From an optimization exercise on the open Yosys and OpenROAD flow, aimed at small area and a short achievable clock period; shortcuts taken in it are not production practice. Only simulation tests tie the RTL to the original design; equivalence was not proved. Power and IR drop assume default switching activity.

// user_logic
module user_logic
(
  Bus2IP_Clk,                      
  Bus2IP_Reset,                    
  Bus2IP_Data,                     
  Bus2IP_BE,                       
  Bus2IP_RdCE,                     
  Bus2IP_WrCE,                     
  IP2Bus_Data,                     
  IP2Bus_RdAck,                    
  IP2Bus_WrAck,                    
  IP2Bus_Error                     
);
Size in the first run: about 1600 cells after synthesis, ~170 flip-flops, ~79 I/O pins, roughly 15000 sq um of cells after synthesis.
clock: 8.0 ns
lec_check: 0
abc_area: 0
cap_margin: 20
core_margin: 2
core_utilization: 40
setup_slack_margin: 4.0
slew_margin: 20
synth_hierarchical: 1
synth_minimum_keep_size: 0
standard.sh (not shown) runs the stock make flow with config.mk's settings and CLKGATE_MAP_FILE= SYNTH_SCRIPT=/design/flow/synth_recipe.tcl, a recipe that flattens the netlist after the stock synthesis.
==> flow/flow/run.sh <==
#!/bin/bash
set -euo pipefail
bash standard.sh "BUFFER_PORTS_ARGS=-buffer_cell sky130_fd_sc_hd__buf_2" \
  "CTS_ARGS=-sink_clustering_enable -repair_clock_nets -dont_use_dummy_load -sink_clustering_size 40 -sink_clustering_max_diameter 150" \
  finish > make.log 2>&1
The baseline produced a clean layout.
Then changed:
==> flow/flow/run.sh (replaced) <==
#!/bin/bash
set -euo pipefail
bash standard.sh "BUFFER_PORTS_ARGS=-buffer_cell sky130_fd_sc_hd__buf_2" \
  "CTS_ARGS=-sink_clustering_enable -repair_clock_nets -dont_use_dummy_load -sink_clustering_size 20" \
  finish > make.log 2>&1
After rerunning:
- The new run went through all stages and came out clean
- clock skew stays the same
- register-to-register slack is about the same
- sequential power barely changes
- setup slack does not change

========
## v25
user_logic, a different RTL version from the one above (not shown whole).
For scale: ~79 I/O pins, about 16000 µm² of cells after synthesis.
==> flow/config.mk <==
export PLATFORM = sky130hd
export DESIGN_NAME = user_logic
export DESIGN_NICKNAME = user_logic
export VERILOG_FILES = /design/flow/design.v
export SDC_FILE = /design/flow/constraint.sdc
export NUM_CORES = 4
export LEC_CHECK = 0
export ABC_AREA = 0
export CAP_MARGIN = 20
export CORE_MARGIN = 2
export CORE_UTILIZATION = 40
export SETUP_SLACK_MARGIN = 3.85
export SLEW_MARGIN = 20
export SYNTH_HIERARCHICAL = 1
export SYNTH_MINIMUM_KEEP_SIZE = 0
==> flow/constraint.sdc <==
create_clock -name core_clock -period 8.0 [get_ports {Bus2IP_Clk}]
set_input_delay 1.6000 -clock core_clock [delete_from_list [all_inputs] [get_ports {Bus2IP_Clk}]]
set_output_delay 1.6000 -clock core_clock [all_outputs]
set_load 0.01 [all_outputs]
run.sh (not shown) runs the stock make flow with config.mk's settings and CLKGATE_MAP_FILE= SYNTH_SCRIPT=/design/flow/synth_recipe.tcl, a recipe that flattens the netlist after the stock synthesis.
Stock flow here: none of the scripts above is used.
Both conditions hold for v25: the flow ran to the end and the final layout passed the timing, DRC and antenna checks.
The following lists how v7 was set up differently from v25:
- a change of SETUP_SLACK_MARGIN from 3.85 to 3.7
==> comparison <==
- v7 | status: complete | timing, DRC, antenna: pass
- Sort v25 and v7 by area growth from synthesis to final layout, descending, and v25 comes first.
- Sort v25 and v7 by final critical-path setup slack desc -> top: v25
- Sequential fraction of design power: v7 < v25

========
Setup of v40:
user_logic again, from the RTL that the note above started with.
export LEC_CHECK = 0
export ABC_AREA = 0
export CAP_MARGIN = 20
export CORE_MARGIN = 2
export CORE_UTILIZATION = 40
export SETUP_SLACK_MARGIN = 4.0
export SLEW_MARGIN = 20
export SYNTH_HIERARCHICAL = 1
export SYNTH_MINIMUM_KEEP_SIZE = 0
create_clock -name core_clock -period 8.0 [get_ports {Bus2IP_Clk}]
standard.sh (not shown) runs the stock make flow with config.mk's settings and CLKGATE_MAP_FILE= SYNTH_SCRIPT=/design/flow/synth_recipe.tcl, a recipe that flattens the netlist after the stock synthesis.
==> flow/flow/run.sh <==
#!/bin/bash
set -euo pipefail
bash standard.sh "BUFFER_PORTS_ARGS=-buffer_cell sky130_fd_sc_hd__buf_2" \
  "CTS_ARGS=-sink_clustering_enable -repair_clock_nets -dont_use_dummy_load -sink_clustering_size 14 -buf_list sky130_fd_sc_hd__clkbuf_8 -root_buf sky130_fd_sc_hd__clkbuf_16" \
  finish > make.log 2>&1
v40: full flow OK, the timing, DRC and antenna checks passed
diff inputs: v40 => v19
==> flow/flow/run.sh <==
#!/bin/bash
set -euo pipefail
bash standard.sh "BUFFER_PORTS_ARGS=-buffer_cell sky130_fd_sc_hd__buf_2" \
  "CTS_ARGS=-sink_clustering_enable -repair_clock_nets -dont_use_dummy_load -sink_clustering_size 20" \
  finish > make.log 2>&1
[summary]
Going from v40 to v19, number of buffers added for setup after CTS grew by a little under 10%. Final critical-path share of the clock period of v40 is on par with v19. ~same wire length in v40 and v19. Total global-route track usage in v19 vs v40: up 0.20 points. The sequential cell area was comparable across v40 and v19. Compared with v40, in v19 maximum frequency shows no meaningful change, power shows an increase of 190 uW.
What v10 does differently from v19 at the input level:
==> flow/run.sh (new file) <==
#!/bin/bash
# synth_recipe.tcl (not shown) runs the flow's synth.tcl, then flattens the netlist and writes it again
# the make line also repeats each setting of config.mk as NAME=value (left out here)
make -C /OpenROAD-flow-scripts/flow DESIGN_CONFIG=/design/flow/config.mk WORK_HOME=/design/flow/orfs CLKGATE_MAP_FILE= SYNTH_SCRIPT=/design/flow/synth_recipe.tcl finish
removed: flow/flow/run.sh
removed: flow/standard.sh
Between v10 and v19, the sequential share of layout area is lower for v10.
v10 vs v19 on global routing met2 resource utilization: v10 is the higher one.
Comparing v19 against v10, there is no change at all in maximum clock insertion buffer count.
v10 against v19: leakage power climbed 0.00023 uW; fmax dropped 1.4%; sum of overflow across all layers after global routing stayed essentially flat.

-- re-timing with driven ports --
The flow's constraints put no driver on any port. The routed layouts listed below were extracted and timed again, unchanged, in two steps. Step 1 assumes that a clkbuf_16 drives the clock port and a buf_2 every other input. Step 2 also shifts input and output timing later by t, the mid clock arrival at the registers, as if the neighbouring blocks saw the same clock. Three values: ideal ports, drivers, drivers and shift; two values: the first two.
run	t (ns)	slack for setup (ns)	hold WS [ns]	worst setup path at the end	slew at the worst register clock pin (ns)
the first run of note 1	0.502	4.020 / 3.879 / 3.879	0.441 / 0.441 / 0.441	input to output	0.08 / 0.08
the second run of note 1	0.502	4.020 / 3.879 / 3.879	0.441 / 0.441 / 0.441	input to output	0.08 / 0.08
v25	0.514	3.788 / 3.634 / 3.634	0.434 / 0.434 / 0.434	input to output	0.08 / 0.08
v7	0.516	3.726 / 3.651 / 3.651	0.429 / 0.429 / 0.429	input to output	0.08 / 0.08
v40	0.454	3.876 / 3.817 / 3.817	0.444 / 0.444 / 0.444	input to output	0.12 / 0.12
v19	0.499	3.871 / 3.822 / 3.822	0.437 / 0.437 / 0.437	input to output	0.08 / 0.08
v10	0.514	3.812 / 3.752 / 3.752	0.435 / 0.435 / 0.435	input to output	0.08 / 0.08
After both steps setup and hold are still met in every run listed. The setup slack of v25, which loses most, moves by -0.154 ns with the drivers and by -0.154 ns with both steps.
